Background: an optimization exercise with open tools, aiming at small area. Do not read the settings as production practice.
At most, simulation tests tie the RTL to the original design; equivalence was not proved.
The RTL of run 4 was laid out without a check of its function.
Power is estimated from default activity; no workload was simulated.

File: standard.sh
#!/bin/bash
# synth_recipe.tcl (not shown) runs the flow's synth.tcl, then flattens the netlist and writes it again
# the make line also repeats each setting of config.mk as NAME=value (left out here)
make -C /OpenROAD-flow-scripts/flow DESIGN_CONFIG=/design/flow/config.mk WORK_HOME=/design/flow/orfs CLKGATE_MAP_FILE= SYNTH_SCRIPT=/design/flow/synth_recipe.tcl "${@:-finish}"
File: flow/synth_area.tcl
# The standard flow's synthesis (synth_recipe.tcl) with ABC mapping for area instead of delay
set ::area_dir [file dirname [file normalize [info script]]]
proc abc {args} {
  set j [lsearch -exact $args -script]
  if {$j >= 0} { set args [lreplace $args [expr {$j+1}] [expr {$j+1}] [file join $::area_dir abc_area.script]] }
  yosys abc {*}$args
}
source [file join [file dirname $::area_dir] synth_recipe.tcl]
File: constraint.sdc
create_clock -name core_clock -period 150.0 [get_ports {clk}]
set_input_delay 30.0000 -clock core_clock [delete_from_list [all_inputs] [get_ports {clk}]]
set_output_delay 30.0000 -clock core_clock [all_outputs]
set_load 0.01 [all_outputs]
File: flow/my_standard.sh
#!/bin/bash
# The standard flow's own layout of this design, on the ORFS make targets given (by default finish). After
# finish it leaves the final layout's DEF at /design/flow/out/final.def.
set -euo pipefail
make -C /OpenROAD-flow-scripts/flow DESIGN_CONFIG=/design/flow/config.mk WORK_HOME=/design/flow/orfs CLKGATE_MAP_FILE= SYNTH_SCRIPT=/design/flow/flow/synth_area.tcl CAP_MARGIN=0 CORE_MARGIN=2 CORE_UTILIZATION=55 CTS_BUF_LIST=sky130_fd_sc_hd__clkbuf_8 GPL_ROUTABILITY_DRIVEN=0 GPL_TIMING_DRIVEN=0 SLEW_MARGIN=0 "${@:-finish}"
if [[ -f /design/flow/orfs/results/sky130hd/system/base/6_final.odb ]]; then
  : # left out here: write the final layout as DEF
fi
File: design.v
`timescale 1ns / 1ps
module system(output wire RsTx, input wire RsRx, input clk, input btnC);
    wire reset = btnC;
    reg  [7:0] rv;
    reg        lastb;
    reg  [7:0] rxd;
    wire new_input = (rv == 8'd161);
    wire rx_idle   = (rv == 8'd0) | new_input;
    wire rx_samp   = (rv[3:0] == 4'd0) & (rv[7:5] != 3'd0) & ~(rv[7] & rv[5]);
    always @(posedge clk) begin
        if (reset) begin
            rv <= 8'd0; lastb <= 1'b1;
        end else begin
            lastb <= RsRx;
            if (rx_idle & lastb & ~RsRx) rv <= 8'd8;
            else if (new_input)          rv <= 8'd0;
            else if (rv != 8'd0)         rv <= rv + 8'd1;
            if (rx_samp) rxd <= {RsRx, rxd[7:1]};
        end
    end
    reg  [7:0] u;
    reg  [7:0] txb;
    reg        txo, tsp;
    wire [7:0] tb = tsp ? 8'h20 : txb;
    assign RsTx = txo;
    wire sent = (u == 8'd0);
    wire issue;
    wire [7:0] ch;
    always @(posedge clk) begin
        if (reset) begin
            u <= 8'd0; txo <= 1'b1;
        end else begin
            if (issue)          u <= 8'd102;
            else if (u != 8'd0) u <= u + 8'd1;
            if (issue) begin txb <= ch; tsp <= (cnt == 6'd1); end
            else if (got & (st == GETR)) txb <= rxd;
            if (u == 8'd0) txo <= 1'b1;
            else if (u[3:0] == 4'hF) begin
                case (u[7:4])
                    4'd6:  txo <= 1'b0;
                    4'd7: txo <= tb[0];
                    4'd8: txo <= tb[1];
                    4'd9: txo <= tb[2];
                    4'd10: txo <= tb[3];
                    4'd11: txo <= tb[4];
                    4'd12: txo <= tb[5];
                    4'd13: txo <= tb[6];
                    4'd14: txo <= tb[7];
                    default: ;
                endcase
            end
        end
    end
    localparam GETR = 3'd0, GETD = 3'd1, REN = 3'd2, CALC = 3'd3, SEND = 3'd4, DLY = 3'd5;
    reg  [2:0]  st;
    reg  [5:0]  cnt;      
    reg  [1:0]  op;       
    reg  [15:0] A, B, R;  
    reg         s, err, pz;
    wire inget  = (st == GETR) | (st == GETD);
    wire got    = inget & new_input;
    wire is_cr  = (rxd == 8'h0D);
    wire is_bs  = (rxd == 8'h08);
    wire is_dig = (rxd[7:4] == 4'h3) & (rxd[3:0] <= 4'd9);
    wire echo   = (st == GETR) ? ~is_bs : is_dig;
    assign issue = (st == SEND) & (cnt[3:0] != 4'd0) & sent;
    wire pshift = issue & (cnt[5:4] == 2'd0) & (cnt[3:0] >= 4'd2) & (cnt[3:0] <= 4'd9);
    wire neg = s & (R != 16'd0);
    reg [7:0] lc;
    always @* begin
        case (cnt[3:0])
            4'd14: lc = err ? 8'h00 : 8'h0D;
            4'd13: lc = err ? 8'h0D : 8'h0A;
            4'd12: lc = err ? 8'h0A : (neg ? 8'h2D : 8'h2B);
            4'd11: lc = err ? 8'h4E : 8'h28;
            4'd10: lc = err ? 8'h2F : 8'h20;
            4'd9:  lc = err ? 8'h4E : {4'h3, R[15:12]};
            4'd8, 4'd7, 4'd6: lc = err ? 8'h20 : {4'h3, R[15:12]};
            4'd4:  lc = err ? 8'h20 : 8'h29;
            4'd2:  lc = 8'h3A;
            default: lc = 8'h20;
        endcase
    end
    assign ch = cnt[4] ? (cnt[5] ? {4'h3, B[3:0]} : txb) : lc;
    always @(posedge clk) begin
        if (reset) begin
            st <= CALC; cnt <= 6'd46;
        end else begin
            case (st)
                GETR, GETD: if (new_input) begin
                    if (is_cr) begin st <= CALC; cnt <= 6'd47; end
                    else begin st <= REN; cnt <= ~echo ? 6'd16 : (st == GETD) ? 6'd49 : 6'd17; end
                end
                REN:  st <= SEND;
                CALC: if (cnt == 6'd14) st <= SEND; else cnt <= cnt - 6'd1;
                SEND: if (cnt[3:0] == 4'd0) st <= cnt[4] ? GETD : GETR;
                      else if (sent) begin st <= DLY; cnt <= cnt - 6'd1; end
                DLY:  if (u == 8'd122) st <= SEND;
                default: st <= GETR;
            endcase
        end
        if (got & (st == GETR)) op <= (rxd == 8'h2F) ? 2'd3 : (rxd == 8'h2A) ? 2'd2 : (rxd == 8'h2D) ? 2'd1 : 2'd0;
    end
    function [3:0] n9(input [3:0] d);
        n9 = 4'd9 - d;
    endfunction
    reg xc, yc;
    reg [15:0] sum;
    reg        cy;
    reg [4:0]  t;
    reg [3:0]  xd, yd;
    integer k;
    always @* begin
        cy = xc | yc;
        for (k = 0; k < 4; k = k + 1) begin
            xd = xc ? n9(R[4*k +: 4]) : R[4*k +: 4];
            yd = yc ? n9(B[4*k +: 4]) : B[4*k +: 4];
            t  = xd + yd + cy;
            if (t > 5'd9) begin sum[4*k +: 4] = t[3:0] + 4'd6; cy = 1'b1; end
            else          begin sum[4*k +: 4] = t[3:0];        cy = 1'b0; end
        end
    end
    localparam AI = 3'd0, AR = 3'd1, AP = 3'd2, AL = 3'd3, AZ = 3'd4;
    reg [2:0] as;
    reg [1:0] dc;
    wire enter_d = got & (st == GETD) & is_cr;
    wire enter_r = got & (st == GETR) & is_cr;
    wire Bz      = (B == 16'd0);
    wire magadd  = ~(op[0] ^ s);
    wire isdiv   = op[0];
    wire [15:0] Rrot = {R[11:0], A[15:12]};
    always @* begin
        xc = (as == AR);
        yc = (as == AL) ? isdiv : (as == AR) ? 1'b0 : ~magadd;
    end
    always @(posedge clk) begin
        if (reset) begin
            A <= 16'd0; B <= 16'd0; R <= 16'd0; s <= 1'b0; err <= 1'b0; pz <= 1'b1;
            as <= AI; dc <= 2'd0;
        end else begin
            if ((got & is_dig) | pshift) B <= {B[11:0], got ? rxd[3:0] : 4'd0};
            if (pshift) begin R <= Rrot; A <= {A[11:0], R[15:12]}; end
            if (enter_r) pz <= 1'b1;
            if (enter_d) begin
                pz <= Bz;
                if (~err) begin
                    if (~op[1]) begin
                        if (magadd) begin R <= sum; if (cy) err <= 1'b1; end
                        else if (cy) R <= sum;
                        else as <= AR;
                    end else if (isdiv & (pz | Bz)) err <= 1'b1;
                    else as <= AP;
                end
            end
            case (as)
                AR: begin R <= sum; s <= ~s; as <= AI; end
                AP: begin
                    R <= Rrot; A <= {A[11:0], R[15:12]};
                    if (cnt == (isdiv ? 6'd43 : 6'd44)) begin as <= AL; dc <= 2'd0; end
                end
                AL: begin
                    if (isdiv ? cy : (A[15:12] != 4'd0)) begin
                        R <= sum;
                        if (isdiv) A[3:0] <= A[3:0] + 4'd1;
                        else begin A[15:12] <= A[15:12] - 4'd1; if (cy) err <= 1'b1; end
                    end else if (dc == 2'd3) begin
                        as <= isdiv ? AZ : AI; dc <= 2'd0;
                    end else begin
                        R <= Rrot; A <= {A[11:0], R[15:12]}; dc <= dc + 2'd1;
                        if (R[15:12] != 4'd0) err <= 1'b1;
                    end
                end
                AZ: begin
                    R <= Rrot; A <= {A[11:0], 4'd0}; dc <= dc + 2'd1;
                    if (dc == 2'd3) as <= AI;
                end
                default: ;
            endcase
        end
    end
endmodule
File: flow/abc_area.script
&get -n
&st
&syn2
&dch -f
&nf -a -R 1000
&put
mfs3 -ae
File: config.mk
export PLATFORM = sky130hd
export DESIGN_NAME = system
export DESIGN_NICKNAME = system
export VERILOG_FILES = /design/flow/design.v
export SDC_FILE = /design/flow/constraint.sdc
export NUM_CORES = 4
export LEC_CHECK = 0
export CAP_MARGIN = 0
export CORE_MARGIN = 2
export CORE_UTILIZATION = 55
export CTS_BUF_LIST = sky130_fd_sc_hd__clkbuf_8
export GPL_ROUTABILITY_DRIVEN = 0
export GPL_TIMING_DRIVEN = 0
export SLEW_MARGIN = 0
File: flow/run.sh
#!/bin/bash
set -euo pipefail
cd "$(dirname "$0")/.."
W=$PWD
sed "s|$W/synth_recipe.tcl|$W/flow/synth_area.tcl|g" standard.sh > flow/my_standard.sh
grep -q synth_area.tcl flow/my_standard.sh
export CTS_ARGS="-sink_clustering_enable -repair_clock_nets -buf_list sky130_fd_sc_hd__clkbuf_8 -dont_use_dummy_load"
bash flow/my_standard.sh finish > "$W/flow_make.log" 2>&1
==> impl_metrics.py, run 1 <==
metrics = {
    "finish": {
        "seqCellArea_um2": 2230,
        "nets": 898,
        "drive_above_1_share_pct": 2.00,
        "fin_util_pct": 60.2,
        "multi_input_area_um2": 4150,
        "antenna_cells": 0,
        "nFillCells": 1105,
        "synthToLayoutAreaGrowth_pct": 5.87,
        "layout.cells.non_filler": 991,
    },
    "sta": {
        "final-setup-viol-count": 0,
        "period_share_pct": 21.0,
        "grt_setup_unrepaired": "false",
        "skew_ns": 0.0231,
        "maxSlewHeadroom_pct": 12.9,
        "hold_violations": 0,
        "worstMarginPinSlew_ns": 1.31,
        "fmax_mhz": 31.8,
        "final_max_slew_viol_count": 0,
        "finalCriticalPeriod_ns": 31.44,
        "setup_tns_ns": 0,
    },
    "clocking": {
        "cts_root_buf": "clkbuf_8",
        "clockBufferDepth": 2,
        "h-tree-depth": 3,
        "cts_made_buffers": 9,
        "hold_buffers": 0,
        "cts_setup_buffers": 0,
        "cts_tree": "built",
        "clkLatencyLatePin_ns": 0.39,
        "cts_sinks": 102,
        "post_cts_resized": 0,
        "clk_pin_slew_ns": 0.09,
    },
    "detailed_routing": {
        "drt_drc_violations_left": 0,
        "via_per_inst": 6.08,
        "dr.pass1.iters": 16,
        "ant_nets": 0,
        "routedWlPerCell_um": 16.2,
        "drt-initial-drc-count": 571,
        "vias": 6025,
        "wl_um": 16100,
    },
    "logic_synthesis": {
        "synthArstFlopShare_pct": 0,
        "yosysUniqueCellTypes": 50,
        "synth_xor_area_share_pct": 5.22,
        "synthTopCellsByArea": "dfxtp_1 (25%), edfxtp_1 (8.7%), nor2_1 (8.3%), ha_1 (7.1%), a21oi_1 (5.9%)",
        "synth_top_family_by_area": "simple AND/OR/NAND/NOR gates",
        "ys.warnings.count": 1,
        "synth_edf_count": 19,
        "synthAdderAreaFrac_pct": 9.52,
        "synth_compound_area_share_pct": 20.9,
        "ys_seq_area_share_pct": 34.1,
        "synthesis.nets": 881,
        "synth.avg_cell_area_um2": 7.86,
        "ys_ff_latch": 102,
        "synthFlopType": "dfxtp_1",
        "synth_top_area_cell": "dfxtp_1",
        "synth.cell_area_um2": 6550,
        "synthMuxAreaShare_pct": 2.94,
        "synth_top_area_share_pct": 25.4,
        "synth_simple_gate_area_share_pct": 24.6,
        "syn-instance-count": 833,
    },
    "setup_path": {
        "cp.required_ns": 150.03,
        "cpPeakStageDelay_ns": 0.76,
        "path_cells": "buf_2 > buf_12 > nor4_2",
        "cp.arrival_ns": 31.47,
        "crit_path_max_fanout": 44,
        "worst_path_max_delay_cell": "nor4_2",
        "startpoint_type": "input port",
        "worstSetupPathType": "input port to flop",
        "end_kind": "flop",
    },
    "hold_path": {
        "min_path_type": "flop to flop",
    },
    "floorplan": {
        "die_h_um": 113,
        "coreArea_um2": 11500,
        "dieArea_um2": 12800,
        "ios": 4,
        "die_w_um": 113,
        "num_rows": 39,
        "initial_core_util_pct": 56.8,
    },
    "outcome": {
        "status": "complete, no violations",
    },
    "pwr": {
        "ir_drop_mv": 0.00889,
        "power_per_cell_area_nw_per_um2": 9.32,
        "total_leakage_power_nw": 2.61,
    },
    "grt": {
        "antenna_found_initial": 0,
        "grt_pass1_wl_um": 27300,
        "grt_overflow": 0,
        "grt_max_degree": 45,
        "grt_usage_pct": 26.3,
        "grt_pass1_vias": 5522,
    },
    "placed_design": {
        "portBuffers": 3,
        "dp_hpwl_um": 11700,
        "place_inst": 982,
    },
    "run": {
        "maxCapViolCount": 0,
    },
}
## critical path: cells and delay by family
kind,cells,cell delay [ns]
buffers and inverters,2,0.68
AND/OR/NAND/NOR,1,0.76
## flip-flops by register name, indices dropped and copies added (netlist names)
name   cells
op         2
st         3
rv         8
cnt        6
A         16
err        1
rxd        8
as         3
R         16
u          8
pz         1
s          1
tsp        1
txb        8
B         16
dc         2
txo        1
lastb      1
## kinds of logic after synthesis
family                   Yosys count
AO/OA/AOI/OAI                    217
XOR/XNOR                          39
adder cells (fa/ha/maj)           45
buffers and inverters             48
flip-flops                       102
multiplexers                      19
AND/OR/NAND/NOR                  363
## placed cells by master, fill, tap and decap left out, types with 7 or more instances in the layout
cell type,instances
a211oi_1,12
a21oi_1,77
a221oi_1,22
a31oi_1,7
and2_0,7
clkbuf_8,9
clkinv_1,48
dfxtp_1,83
edfxtp_1,19
fa_1,8
ha_1,37
mux2i_1,17
nand2_1,102
nand2b_1,9
nand3_1,12
nor2_1,144
nor2b_1,9
nor3_1,32
nor4_1,11
o21ai_0,47
or2_0,13
xnor2_1,34
## cell type report
class                   count  share of cell area [%]
multi-input cells         683                    59.9
flip-flops and latches    102                    32.2
inverters                  48                    2.60
clock buffers               9                    1.79
repair buffers              6                   0.921
well taps                 143                    2.58
## cell usage after synthesis, types with 12 or more instances
library cell	n
a221oi_1	22
mux2i_1	17
a21oi_1	77
nor4_1	12
o21ai_0	48
nand2_1	102
nor2_1	145
dfxtp_1	83
a211oi_1	12
nor3_1	33
or2_0	13
ha_1	37
nand3_1	12
xnor2_1	34
edfxtp_1	19
clkinv_1	48
## path summary, 6_finish.rpt
kind | cells after the start | end | slack [ns] | start
worst max-delay path | 3 | rxd[1]$_DFFE_PP_ | 118.56 | btnC
worst min-delay path | 1 | u[0]$_SDFFE_PP0N_ | 0.50 | u[0]$_SDFFE_PP0N_
worst max register to register | 40 | R[9]$_SDFF_PP0_ | 137.59 | as[2]$_SDFF_PP0_
worst min register to register | 1 | u[0]$_SDFFE_PP0N_ | 0.50 | u[0]$_SDFFE_PP0N_
## routing by layer
| metal | vias up | routed length, um | global-route usage, % |
|---|---|---|---|
| met5 | - | 0 | 0 |
| met4 | 0 | 223 | 6.75 |
| met3 | 22 | 941 | 5.52 |
| met2 | 171 | 7160 | 40.4 |
| met1 | 2803 | 7740 | 37.8 |
| li1 | 3029 | - | - |
## power by group
part	switching [mW]	total, mW	internal, mW
Sequential	0.00327	0.0327	0.0294
Clock	0.00895	0.0144	0.00541
Combinational	0.0108	0.0175	0.00671
Total	0.0230	0.0646	0.0415
## metrics by stage
stage | instance area (um2) | hold WS (ns) | setup slack (ns) | power [mW]
after global routing | 6930 | 0.543 | 118.37 | 0.0690
after floorplan | 6550 | 0.459 | 118.68 | 0.0456
after global placement | 6750 | 0.488 | 115.97 | 0.0498
after CTS | 6920 | 0.513 | 118.10 | 0.0649
after detailed placement | 6790 | 0.495 | 117.65 | 0.0504
final | 6930 | 0.504 | 118.56 | 0.0646
==> run 2: changes to the inputs <==
==> flow/my_standard.sh (replaced) <==
#!/bin/bash
# The standard flow's own layout of this design, on the ORFS make targets given (by default finish). After
# finish it leaves the final layout's DEF at /design/flow/out/final.def.
set -euo pipefail
make -C /OpenROAD-flow-scripts/flow DESIGN_CONFIG=/design/flow/config.mk WORK_HOME=/design/flow/orfs CLKGATE_MAP_FILE= SYNTH_SCRIPT=/design/flow/flow/synth_area.tcl CAP_MARGIN=0 CORE_MARGIN=2 CORE_UTILIZATION=65 CTS_BUF_LIST=sky130_fd_sc_hd__clkbuf_8 GPL_ROUTABILITY_DRIVEN=0 GPL_TIMING_DRIVEN=0 PLACE_DENSITY=0.75 SLEW_MARGIN=0 "${@:-finish}"
if [[ -f /design/flow/orfs/results/sky130hd/system/base/6_final.odb ]]; then
  : # left out here: write the final layout as DEF
fi
--- a/config.mk
+++ b/config.mk
@@ -7,8 +7,9 @@
 export LEC_CHECK = 0
 export CAP_MARGIN = 0
 export CORE_MARGIN = 2
-export CORE_UTILIZATION = 55
+export CORE_UTILIZATION = 65
 export CTS_BUF_LIST = sky130_fd_sc_hd__clkbuf_8
 export GPL_ROUTABILITY_DRIVEN = 0
 export GPL_TIMING_DRIVEN = 0
+export PLACE_DENSITY = 0.75
 export SLEW_MARGIN = 0
==> impl_metrics.py, run 2 <==
metrics = {
    "hold_path": {
        "min_to": "u[0]$_SDFFE_PP0N_",
        "hp-start": "u[0]$_SDFFE_PP0N_",
        "min_path_type": "flop to flop",
        "holdPathStages": 1,
    },
    "clocking": {
        "clkLatencyLatePin_ns": 0.39,
        "cts_setup_buffers": 0,
        "cts_made_buffers": 9,
        "clk_pin_slew_ns": 0.08,
        "hold_buffers": 0,
        "clockBufferDepth": 2,
        "cts_sinks": 102,
        "h-tree-depth": 3,
        "post_cts_resized": 0,
        "cts_tree": "built",
        "cts_root_buf": "clkbuf_8",
    },
    "floorplan": {
        "num_rows": 36,
        "dieArea_um2": 10900,
        "initial_core_util_pct": 67.0,
        "die_h_um": 104,
        "ios": 4,
        "coreArea_um2": 9770,
        "die_w_um": 104,
    },
    "sta": {
        "period_share_pct": 20.8,
        "maxSlewHeadroom_pct": 12.3,
        "finalCriticalPeriod_ns": 31.27,
        "fmax_mhz": 32.0,
        "worstMarginPinSlew_ns": 1.31,
        "grt_setup_unrepaired": "false",
        "final_max_slew_viol_count": 0,
        "hold_violations": 0,
        "skew_ns": 0.0331,
        "final-setup-viol-count": 0,
        "setup_tns_ns": 0,
        "holdWs_ns": 0.517,
    },
    "setup_path": {
        "rr_worst_depth": 40,
        "crit_path_start": "btnC",
        "startpoint_type": "input port",
        "cp.buffers_inverters": 2,
        "crit_family": "buffers and inverters",
        "timing.rr.end": "R[9]$_SDFF_PP0_",
        "cp.required_ns": 150.09,
        "path_cells": "buf_2 > buf_12 > nor2_1 > a22o_1",
        "cp.arrival_ns": 31.36,
        "worst_path_max_delay_cell": "buf_2",
        "worstSetupPathType": "input port to flop",
        "regToRegSetupSlack_ns": 137.34,
        "crit_cells": 4,
        "crit_path_max_fanout": 50,
        "end_kind": "flop",
        "cpPeakStageDelay_ns": 0.47,
        "r2r-start": "as[2]$_SDFF_PP0_",
    },
    "grt": {
        "grt_pass1_vias": 5720,
        "antenna_found_initial": 0,
        "grt_usage_pct": 30.3,
        "grt_pass1_wl_um": 26900,
        "grt_overflow": 0,
        "grt_max_degree": 51,
    },
    "finish": {
        "synthToLayoutAreaGrowth_pct": 5.68,
        "nets": 898,
        "antenna_cells": 0,
        "final_cell_mix": "nor2_1 (144), nand2_1 (102), dfxtp_1 (83)",
        "drive_above_1_share_pct": 2.00,
        "nFillCells": 853,
        "final_common_cell": "nor2_1",
        "top_regs": "A: 16 flops, B: 16 flops, R: 16 flops",
    },
    "detailed_routing": {
        "routedWlPerCell_um": 16.4,
        "vias": 6175,
        "via_per_inst": 6.29,
        "drt_drc_violations_left": 0,
        "wl_um": 16100,
        "dr.pass1.iters": 7,
        "ant_nets": 0,
        "drt-initial-drc-count": 474,
    },
    "logic_synthesis": {
        "synth_xor_area_share_pct": 5.22,
        "syn-instance-count": 833,
        "synthesis.nets": 881,
        "synth_compound_area_share_pct": 20.9,
        "synth_edf_count": 19,
        "synth.avg_cell_area_um2": 7.86,
        "synth.cell_area_um2": 6550,
        "synth_simple_gate_area_share_pct": 24.6,
        "synthTopCellsByArea": "dfxtp_1 (25%), edfxtp_1 (8.7%), nor2_1 (8.3%), ha_1 (7.1%), a21oi_1 (5.9%)",
        "ys_seq_area_share_pct": 34.1,
        "yosysUniqueCellTypes": 50,
        "ys_ff_latch": 102,
        "synth_top_area_cell": "dfxtp_1",
        "synthFlopType": "dfxtp_1",
        "synthTopCellsByCount": "nor2_1 (145), nand2_1 (102), dfxtp_1 (83)",
        "synthAdderAreaFrac_pct": 9.52,
        "synthMuxAreaShare_pct": 2.94,
        "synthArstFlopShare_pct": 0,
        "synthMostInstantiatedCell": "nor2_1",
        "ys.warnings.count": 1,
        "synth_top_area_share_pct": 25.4,
        "synth_top_family_by_area": "simple AND/OR/NAND/NOR gates",
    },
    "pwr": {
        "power_per_cell_area_nw_per_um2": 9.33,
        "total_leakage_power_nw": 2.61,
        "ir_drop_mv": 0.00975,
    },
    "placed_design": {
        "dp_hpwl_um": 11700,
        "portBuffers": 3,
    },
    "run": {
        "maxCapViolCount": 0,
    },
    "outcome": {
        "status": "complete, no violations",
    },
}
==> run 2: cell counts after synthesis <==
Identical to the previous run, type by type.
==> run 2: kinds of logic (layout without fill, tap and decap cells) <==
kind of cell | Yosys count | after routing
AOI/OAI and AO/OA | 217 | 217
xor gates and xnor gates | 39 | 39
adders and majority gates | 45 | 45
buffers and inverters | 48 | 63
DFF | 102 | 102
muxes | 19 | 19
and+or+nand+nor | 363 | 363
==> run 2: cell type report <==
class	instances	area, um2	area share, %
timing repair buffer	6	63.8	0.923
sequential	102	2230	32.3
clock buffer	9	124	1.79
multi-input combinational	683	4150	60.0
inverter	48	180	2.60
tap	133	166	2.41
==> run 2: worst register-to-register path: cells and delay by family (launching register included) <==
kind,cells,cell delay (ns)
compound gates,7,3.72
simple gates,13,3.08
fa+ha+maj,8,2.83
xor+xnor,5,1.59
buf+inv,7,0.95
flops,1,0.37
==> run 2: how the worst max path moves through the flow <==
stage,end,slack (ns)
after floorplan,rxd[0]$_DFFE_PP_,118.68
after global placement,rxd[4]$_DFFE_PP_,116.02
after detailed placement,rxd[3]$_DFFE_PP_,118.04
after CTS,rxd[3]$_DFFE_PP_,118.47
after global routing,txb[6]$_DFFE_PP_,118.69
final,txb[5]$_DFFE_PP_,118.73
==> run 2: report_power, final <==
part / switching, mW / internal (mW)
logic: 0.0109 / 0.00671
clock network: 0.00884 / 0.00541
registers: 0.00328 / 0.0294
total: 0.0230 / 0.0415
==> run 2: metal layers <==
metal / vias to the layer above / global-route usage (%) / routed length, um
met5: - / 0 / 0
met4: 0 / 11.3 / 332
met3: 33 / 5.26 / 1050
met2: 223 / 47.7 / 7580
met1: 2896 / 41.6 / 7170
li1: 3023 / - / -
==> run 2: stage by stage <==
stage / std cells / area, um2 / util, % / setup slack [ns] / total power [mW]
global placement: 969 / 6740 / 69.0 / 116.02 / 0.0496
detailed placement: 972 / 6780 / 69.4 / 118.04 / 0.0504
floorplan: 833 / 6550 / - / 118.68 / 0.0456
CTS: 981 / 6900 / 70.6 / 118.47 / 0.0645
finish: 981 / 6920 / 70.8 / 118.73 / 0.0646
global route: 981 / 6920 / 70.8 / 118.69 / 0.0686
==> run 3: changes to the inputs <==
==> flow/run.sh (replaced) <==
#!/bin/bash
set -euo pipefail
cd "$(dirname "$0")/.."
W=$PWD
sed "s|$W/synth_recipe.tcl|$W/flow/synth_area.tcl|g" standard.sh > flow/my_standard.sh
grep -q synth_area.tcl flow/my_standard.sh
export CTS_ARGS="-sink_clustering_enable -repair_clock_nets -buf_list sky130_fd_sc_hd__clkbuf_8 -dont_use_dummy_load -sink_clustering_size 20 -sink_clustering_max_diameter 100"
bash flow/my_standard.sh finish > "$W/flow_make.log" 2>&1
==> flow/my_standard.sh (replaced) <==
#!/bin/bash
# The standard flow's own layout of this design, on the ORFS make targets given (by default finish). After
# finish it leaves the final layout's DEF at /design/flow/out/final.def.
set -euo pipefail
make -C /OpenROAD-flow-scripts/flow DESIGN_CONFIG=/design/flow/config.mk WORK_HOME=/design/flow/orfs CLKGATE_MAP_FILE= SYNTH_SCRIPT=/design/flow/flow/synth_area.tcl CAP_MARGIN=0 CORE_MARGIN=2 CORE_UTILIZATION=55 CTS_BUF_LIST=sky130_fd_sc_hd__clkbuf_8 SLEW_MARGIN=0 "${@:-finish}"
if [[ -f /design/flow/orfs/results/sky130hd/system/base/6_final.odb ]]; then
  : # left out here: write the final layout as DEF
fi
--- a/config.mk
+++ b/config.mk
@@ -7,9 +7,6 @@
 export LEC_CHECK = 0
 export CAP_MARGIN = 0
 export CORE_MARGIN = 2
-export CORE_UTILIZATION = 65
+export CORE_UTILIZATION = 55
 export CTS_BUF_LIST = sky130_fd_sc_hd__clkbuf_8
-export GPL_ROUTABILITY_DRIVEN = 0
-export GPL_TIMING_DRIVEN = 0
-export PLACE_DENSITY = 0.75
 export SLEW_MARGIN = 0
==> impl_metrics.py, run 3 <==
metrics = {
    "logic_synthesis": {
        "yosysUniqueCellTypes": 50,
        "ys_ff_latch": 102,
        "syn-instance-count": 833,
        "synth.cell_area_um2": 6550,
        "synth_edf_count": 19,
        "synthMostInstantiatedCell": "nor2_1",
        "synthTopCellsByArea": "dfxtp_1 (25%), edfxtp_1 (8.7%), nor2_1 (8.3%), ha_1 (7.1%), a21oi_1 (5.9%)",
        "synthesis.nets": 881,
        "ys.warnings.count": 1,
        "synthTopCellsByCount": "nor2_1 (145), nand2_1 (102), dfxtp_1 (83)",
        "synth_top_area_share_pct": 25.4,
        "synthArstFlopShare_pct": 0,
        "synth.avg_cell_area_um2": 7.86,
        "synth_top_area_cell": "dfxtp_1",
        "ys_seq_area_share_pct": 34.1,
        "synthFlopType": "dfxtp_1",
    },
    "setup_path": {
        "cp.buffers_inverters": 1,
        "crit_path_max_fanout": 2,
        "crit_cells": 1,
        "rr_worst_depth": 43,
        "path_cells": "clkdlybuf4s50_1",
        "worstSetupPathType": "flop to output pin",
        "cp.arrival_ns": 1.24,
        "cp.required_ns": 120.00,
        "end_kind": "output pin",
        "startpoint_type": "flop",
        "worst_path_max_delay_cell": "clkdlybuf4s50_1",
        "cpPeakStageDelay_ns": 0.53,
        "crit_family": "buffers and inverters",
        "regToRegSetupSlack_ns": 137.95,
    },
    "placed_design": {
        "portBuffers": 3,
        "post_dp_cell_area_um2": 6830,
        "place_inst": 989,
        "gp_congestion": 0.890,
        "dp_hpwl_um": 11800,
    },
    "pwr": {
        "power.share.combinational_pct": 27.2,
        "power_per_cell_area_nw_per_um2": 9.33,
        "p_seq_share_pct": 50.4,
        "p_clk_share_pct": 22.5,
        "p_int_mw": 0.0415,
        "power_switching_share_pct": 36.1,
        "p_total_mw": 0.0649,
        "ir_drop_mv": 0.00849,
        "p_switching_mw": 0.0234,
        "total_leakage_power_nw": 2.64,
    },
    "sta": {
        "skew_ns": 0.0262,
        "worstMarginPinSlew_ns": 1.04,
        "fmax_mhz": 32.0,
        "grt_setup_unrepaired": "false",
        "final-setup-viol-count": 0,
        "maxSlewHeadroom_pct": 30.3,
        "setup_tns_ns": 0,
        "period_share_pct": 20.8,
        "hold_violations": 0,
        "final_max_slew_viol_count": 0,
        "finalCriticalPeriod_ns": 31.24,
    },
    "finish": {
        "nets": 905,
        "final_common_cell": "nor2_1",
        "fin_util_pct": 60.4,
        "top_regs": "A: 16 flops, B: 16 flops, R: 16 flops",
        "fin_area_um2": 6950,
        "antenna_cells": 0,
        "final_cell_mix": "nor2_1 (145), nand2_1 (102), dfxtp_1 (83)",
        "synthToLayoutAreaGrowth_pct": 6.23,
        "drive_above_1_share_pct": 2.46,
        "layout.cells.non_filler": 998,
    },
    "clocking": {
        "clk_pin_slew_ns": 0.10,
        "hold_buffers": 0,
        "clkLatencyLatePin_ns": 0.40,
        "cts_made_buffers": 9,
        "cts_root_buf": "clkbuf_8",
        "cts_setup_buffers": 0,
        "cts_tree": "built",
        "clockBufferDepth": 2,
        "post_cts_resized": 0,
        "cts_sinks": 102,
        "h-tree-depth": 3,
    },
    "grt": {
        "grt_max_degree": 47,
        "antenna_found_initial": 0,
        "grt_usage_pct": 26.9,
        "grt_overflow": 0,
        "grt_pass1_vias": 5652,
        "grt_pass1_wl_um": 28000,
    },
    "floorplan": {
        "die_h_um": 113,
        "initial_core_util_pct": 56.8,
        "dieArea_um2": 12800,
        "die_w_um": 113,
        "coreArea_um2": 11500,
        "ios": 4,
        "num_rows": 39,
    },
    "hold_path": {
        "holdPathStages": 2,
        "min_path_type": "flop to flop",
    },
    "outcome": {
        "status": "complete, no violations",
    },
    "detailed_routing": {
        "wl_um": 16400,
        "dr.pass1.iters": 17,
        "vias": 6046,
        "drt-initial-drc-count": 502,
        "routedWlPerCell_um": 16.5,
        "via_per_inst": 6.06,
        "ant_nets": 0,
        "drt_drc_violations_left": 0,
    },
    "run": {
        "maxCapViolCount": 0,
    },
}
run 3: power by group through the flow:
| stage | Sequential (mW) | Clock (mW) | Combinational (mW) |
|---|---|---|---|
| final | 0.0327 | 0.0146 | 0.0176 |
| after CTS | 0.0326 | 0.0150 | 0.0174 |
| after global routing | 0.0331 | 0.0159 | 0.0202 |
| after floorplan | 0.0323 | 0 | 0.0133 |
| after global placement | 0.0331 | 0 | 0.0169 |
| after detailed placement | 0.0332 | 0 | 0.0173 |
run 3: kinds of logic (layout without fill, tap and decap cells):
kind of cell    Yosys count  after routing  synth area share, %
compound gates          217            217                 20.9
xor+xnor                 39             39                 5.22
fa+ha+maj                45             45                 9.52
buf+inv                  48             70                 2.75
flops                   102            102                 34.1
mux                      19             19                 2.94
simple gates            363            363                 24.6
run 3: layout make-up:
| class | count | area (um2) |
|---|---|---|
| Multi-Input combinational cell | 683 | 4140 |
| Inverter | 48 | 180 |
| Sequential cell | 102 | 2230 |
| Fill cell | 1093 | 4560 |
| Clock buffer | 9 | 124 |
| Tap cell | 143 | 179 |
| Timing Repair Buffer | 13 | 100 |
run 3: worst paths after layout:
kind                startpoint            endpoint
max           txo$_SDFFE_PP1P_                RsTx
min          B[6]$_SDFFE_PP0P_  B[10]$_SDFFE_PP0P_
max reg2reg   as[2]$_SDFF_PP0_    R[14]$_SDFF_PP0_
min reg2reg  B[6]$_SDFFE_PP0P_  B[10]$_SDFFE_PP0P_
run 3: stage by stage:
stage	hold slack, ns	worst slack (ns)
floorplan	0.459	118.68
global placement	0.478	118.40
detailed placement	0.495	118.38
CTS	0.507	118.75
global route	0.551	118.70
finish	0.501	118.76
run 3: routing by layer:
layer	global-route usage, %	up-vias	part of all wire, %
met5	0	-	0
met4	6.34	0	1.0
met3	4.87	17	4.9
met2	42.9	157	46
met1	38.0	2833	48
li1	-	3039	-
==> run 4: changes to the inputs <==
--- a/design.v
+++ b/design.v
@@ -20,19 +20,18 @@
     end
     reg  [7:0] u;
     reg  [7:0] txb;
-    reg        txo, tsp;
-    wire [7:0] tb = tsp ? 8'h20 : txb;
+    reg        txo, tml;
+    wire [7:0] tb = tml ? lc : txb;
     assign RsTx = txo;
     wire sent = (u == 8'd0);
     wire issue;
-    wire [7:0] ch;
     always @(posedge clk) begin
         if (reset) begin
             u <= 8'd0; txo <= 1'b1;
         end else begin
             if (issue)          u <= 8'd102;
             else if (u != 8'd0) u <= u + 8'd1;
-            if (issue) begin txb <= ch; tsp <= (cnt == 6'd1); end
+            if (issue) begin tml <= ~cnt[4]; if (cnt[5]) txb <= {4'h3, B[3:0]}; end
             else if (got & (st == GETR)) txb <= rxd;
             if (u == 8'd0) txo <= 1'b1;
             else if (u[3:0] == 4'hF) begin
@@ -68,20 +67,19 @@
     wire neg = s & (R != 16'd0);
     reg [7:0] lc;
     always @* begin
-        case (cnt[3:0])
-            4'd14: lc = err ? 8'h00 : 8'h0D;
-            4'd13: lc = err ? 8'h0D : 8'h0A;
-            4'd12: lc = err ? 8'h0A : (neg ? 8'h2D : 8'h2B);
-            4'd11: lc = err ? 8'h4E : 8'h28;
-            4'd10: lc = err ? 8'h2F : 8'h20;
-            4'd9:  lc = err ? 8'h4E : {4'h3, R[15:12]};
-            4'd8, 4'd7, 4'd6: lc = err ? 8'h20 : {4'h3, R[15:12]};
-            4'd4:  lc = err ? 8'h20 : 8'h29;
-            4'd2:  lc = 8'h3A;
+        case (cnt)
+            6'd13: lc = err ? 8'h00 : 8'h0D;
+            6'd12: lc = err ? 8'h0D : 8'h0A;
+            6'd11: lc = err ? 8'h0A : (neg ? 8'h2D : 8'h2B);
+            6'd10: lc = err ? 8'h4E : 8'h28;
+            6'd9:  lc = err ? 8'h2F : 8'h20;
+            6'd8:  lc = err ? 8'h4E : {4'h3, A[3:0]};
+            6'd7, 6'd6, 6'd5: lc = err ? 8'h20 : {4'h3, A[3:0]};
+            6'd3:  lc = err ? 8'h20 : 8'h29;
+            6'd1:  lc = 8'h3A;
             default: lc = 8'h20;
         endcase
     end
-    assign ch = cnt[4] ? (cnt[5] ? {4'h3, B[3:0]} : txb) : lc;
     always @(posedge clk) begin
         if (reset) begin
             st <= CALC; cnt <= 6'd46;
==> flow/run.sh (replaced) <==
#!/bin/bash
set -euo pipefail
cd "$(dirname "$0")/.."
W=$PWD
sed "s|$W/synth_recipe.tcl|$W/flow/synth_area.tcl|g" standard.sh > flow/my_standard.sh
grep -q synth_area.tcl flow/my_standard.sh
export CTS_ARGS="-sink_clustering_enable -repair_clock_nets -buf_list sky130_fd_sc_hd__clkbuf_8 -dont_use_dummy_load"
bash flow/my_standard.sh finish > "$W/flow_make.log" 2>&1
==> flow/my_standard.sh (replaced) <==
#!/bin/bash
# The standard flow's own layout of this design, on the ORFS make targets given (by default finish). After
# finish it leaves the final layout's DEF at /design/flow/out/final.def.
set -euo pipefail
make -C /OpenROAD-flow-scripts/flow DESIGN_CONFIG=/design/flow/config.mk WORK_HOME=/design/flow/orfs CLKGATE_MAP_FILE= SYNTH_SCRIPT=/design/flow/flow/synth_area.tcl CAP_MARGIN=20 CORE_MARGIN=2 CORE_UTILIZATION=40 CTS_BUF_LIST=sky130_fd_sc_hd__clkbuf_8 SLEW_MARGIN=20 "${@:-finish}"
if [[ -f /design/flow/orfs/results/sky130hd/system/base/6_final.odb ]]; then
  : # left out here: write the final layout as DEF
fi
==> config.mk (replaced) <==
export PLATFORM = sky130hd
export DESIGN_NAME = system
export DESIGN_NICKNAME = system
export VERILOG_FILES = /design/flow/design.v
export SDC_FILE = /design/flow/constraint.sdc
export NUM_CORES = 4
export LEC_CHECK = 0
export CAP_MARGIN = 20
export CORE_MARGIN = 2
export CORE_UTILIZATION = 40
export CTS_BUF_LIST = sky130_fd_sc_hd__clkbuf_8
export SLEW_MARGIN = 20
==> impl_metrics.py, run 4 <==
metrics = {
    "setup_path": {
        "regToRegSetupSlack_ns": 138.48,
        "timing.rr.end": "R[9]$_SDFF_PP0_",
        "end_kind": "flop",
        "r2r-start": "as[2]$_SDFF_PP0_",
        "crit_path_max_fanout": 47,
        "startpoint_type": "input port",
        "rr_worst_depth": 38,
        "cp.required_ns": 150.28,
        "cp.arrival_ns": 31.60,
        "worstSetupPathType": "input port to flop",
    },
    "sta": {
        "worstMarginPinSlew_ns": 0.980,
        "period_share_pct": 20.9,
        "setup_tns_ns": 0,
        "finalCriticalPeriod_ns": 31.32,
        "holdWs_ns": 0.489,
        "maxSlewHeadroom_pct": 34.4,
        "final-setup-viol-count": 0,
        "fmax_mhz": 31.9,
        "setup_slack_ns": 118.68,
        "skew_ns": 0.0313,
        "hold_violations": 0,
        "grt_setup_unrepaired": "false",
        "final_max_slew_viol_count": 0,
    },
    "placed_design": {
        "portBuffers": 3,
        "gp_congestion": 0.804,
        "place_ws_ns": 118.21,
        "dp_hpwl_um": 12200,
    },
    "pwr": {
        "p_clk_share_pct": 23.1,
        "total_leakage_power_nw": 2.56,
        "ir_drop_mv": 0.00431,
        "power.share.combinational_pct": 24.6,
        "power_per_cell_area_nw_per_um2": 8.70,
        "p_seq_share_pct": 52.3,
        "power_switching_share_pct": 34.8,
        "p_switching_mw": 0.0217,
        "p_total_mw": 0.0623,
        "p_int_mw": 0.0407,
    },
    "hold_path": {
        "hp-start": "rxd[6]$_DFFE_PP_",
        "min_path_type": "flop to flop",
        "min_to": "rxd[5]$_DFFE_PP_",
        "holdPathStages": 0,
    },
    "floorplan": {
        "num_rows": 47,
        "coreArea_um2": 16400,
        "dieArea_um2": 17700,
        "ios": 4,
        "initial_core_util_pct": 40.5,
        "die_h_um": 133,
        "die_w_um": 133,
    },
    "grt": {
        "grt_pass1_wl_um": 28800,
        "grt_usage_pct": 19.9,
        "grt_overflow": 0,
        "grt_pass1_vias": 5700,
        "grt_max_degree": 48,
        "antenna_found_initial": 0,
    },
    "logic_synthesis": {
        "synth_top_area_cell": "dfxtp_1",
        "synthMuxAreaShare_pct": 2.45,
        "synthAdderAreaFrac_pct": 9.37,
        "synth_top_family_by_area": "simple AND/OR/NAND/NOR gates",
        "synth_compound_area_share_pct": 20.3,
        "ys_seq_area_share_pct": 33.6,
        "ys_ff_latch": 102,
        "synth_edf_count": 19,
        "synthTopCellsByArea": "dfxtp_1 (25%), edfxtp_1 (8.6%), nor2_1 (7.8%), ha_1 (7.0%), nand2_1 (6.7%)",
        "synth_xor_area_share_pct": 5.93,
        "synth_top_area_share_pct": 25.0,
        "synthesis.nets": 897,
        "synth.avg_cell_area_um2": 7.83,
        "synthArstFlopShare_pct": 0,
        "synth_simple_gate_area_share_pct": 25.4,
        "yosysUniqueCellTypes": 52,
        "synth.cell_area_um2": 6650,
        "ys.warnings.count": 1,
        "synthTopCellsByCount": "nor2_1 (138), nand2_1 (119), dfxtp_1 (83)",
        "synthFlopType": "dfxtp_1",
        "synthMostInstantiatedCell": "nor2_1",
        "syn-instance-count": 849,
    },
    "finish": {
        "antenna_cells": 0,
        "drive_above_1_share_pct": 2.64,
        "fin_util_pct": 43.7,
        "synthToLayoutAreaGrowth_pct": 7.77,
        "top_regs": "A: 16 flops, B: 16 flops, R: 16 flops",
        "final_common_cell": "nor2_1",
        "nets": 922,
        "final_cell_mix": "nor2_1 (138), nand2_1 (119), dfxtp_1 (83)",
    },
    "outcome": {
        "status": "complete, no violations",
    },
    "clocking": {
        "clockBufferDepth": 2,
        "cts_tree": "built",
        "post_cts_resized": 0,
        "cts_setup_buffers": 0,
        "cts_made_buffers": 9,
        "hold_buffers": 0,
        "cts_sinks": 102,
        "cts_root_buf": "clkbuf_8",
        "clkLatencyLatePin_ns": 0.39,
        "h-tree-depth": 3,
        "clk_pin_slew_ns": 0.10,
    },
    "detailed_routing": {
        "drt_drc_violations_left": 0,
        "wl_um": 17100,
        "dr.pass1.iters": 5,
        "ant_nets": 0,
        "routedWlPerCell_um": 15.7,
        "vias": 6031,
        "via_per_inst": 5.52,
        "drt-initial-drc-count": 404,
    },
    "run": {
        "maxCapViolCount": 0,
    },
}
[run 4: cell types whose count changed after synthesis, moves of 5 or more]
| cell | before | now |
|---|---|---|
| a211oi_1 | 12 | 21 |
| nand2b_1 | 9 | 14 |
| a21oi_1 | 77 | 67 |
| nand3_1 | 12 | 18 |
| nand2_1 | 102 | 119 |
| a32oi_1 | 1 | 9 |
| or2_0 | 13 | 8 |
| nor2_1 | 145 | 138 |
| xor2_1 | 5 | 14 |
| a221oi_1 | 22 | 17 |
[run 4: worst max path at each step]
stage          start            endpoint  slack, ns  cells past startpoint
2_1_floorplan   btnC    rxd[0]$_DFFE_PP_     118.68                      1
3_3_place_gp    btnC  rv[5]$_SDFFE_PP0N_     118.22                      6
3_5_place_dp    btnC  rv[5]$_SDFFE_PP0N_     118.21                      6
4_1_cts         btnC  rv[5]$_SDFFE_PP0N_     118.64                      6
5_1_grt         btnC  rv[5]$_SDFFE_PP0N_     118.49                      6
6_report        btnC  rv[5]$_SDFFE_PP0N_     118.68                      6
[run 4: worst max-delay path, stage by stage]
cell and delay (ns):
buf_2 0.52, buf_4 0.58, clkinv_1 0.12, o311ai_0 0.11, buf_4 0.22, a211oi_1 0.05
[run 4: cell families after synthesis]
group,count (synthesis)
muxes,16
buffers and inverters,52
adders and majority gates,45
xor gates and xnor gates,45
and+or+nand+nor,380
DFF,102
AOI/OAI and AO/OA,209
[run 4: through the flow]
step	instances	cell area (um2)
detailed placement	1083	7040
finish	1092	7160
global placement	1083	7040
CTS	1092	7160
floorplan	849	6650
global route	1092	7160
[run 4: final cells by class]
| class | instances | area [um2] |
|---|---|---|
| clock buffers | 9 | 124 |
| repair buffers | 14 | 108 |
| fillers | 1707 | 9240 |
| well taps | 220 | 275 |
| inverters | 52 | 195 |
| flip-flops and latches | 102 | 2230 |
| multi-input cells | 695 | 4230 |
[run 4: power by group through the flow]
stage | logic [mW] | registers (mW) | clock network, mW
after floorplan | 0.0118 | 0.0323 | 0
after global placement | 0.0152 | 0.0332 | 0
after detailed placement | 0.0153 | 0.0332 | 0
after CTS | 0.0154 | 0.0326 | 0.0149
after global routing | 0.0178 | 0.0331 | 0.0158
final | 0.0153 | 0.0326 | 0.0144
[run 4: layer usage]
layer | wire (um) | track usage [%] | up-vias
met5 | 0 | 0 | -
met4 | 246 | 5.32 | 0
li1 | - | - | 3092
met2 | 7950 | 32.6 | 71
met3 | 366 | 2.61 | 19
met1 | 8530 | 27.6 | 2849

static timing again, ports no longer ideal:
The flow's constraints put no driver on any port. The routed layouts listed below were extracted and timed again, unchanged, in two steps. Step 1: set_driving_cell puts a clkbuf_16 on clk and a buf_2 on each other input, an assumption about the parent block. Step 2 also shifts input and output timing later by t, the mid clock arrival at the registers, as if the neighbouring blocks saw the same clock. Slacks: no drivers / after step 1 / after step 2; pairs: no drivers / after step 1.
run	t (ns)	slack for setup (ns)	hold WS [ns]	cell pins on the clock port's net
run 1	0.413	118.557 / 118.573 / 118.160	0.504 / 0.504 / 0.504	1
run 2	0.409	118.732 / 118.704 / 118.338	0.517 / 0.517 / 0.517	1
run 3	0.418	118.764 / 118.729 / 118.376	0.501 / 0.501 / 0.501	1
run 4	0.414	118.677 / 118.691 / 118.276	0.489 / 0.489 / 0.489	1
After both steps setup and hold are still met in every run listed. For run 4, which loses most, drivers alone change the setup slack by +0.014 ns; drivers and shift together by -0.401 ns.
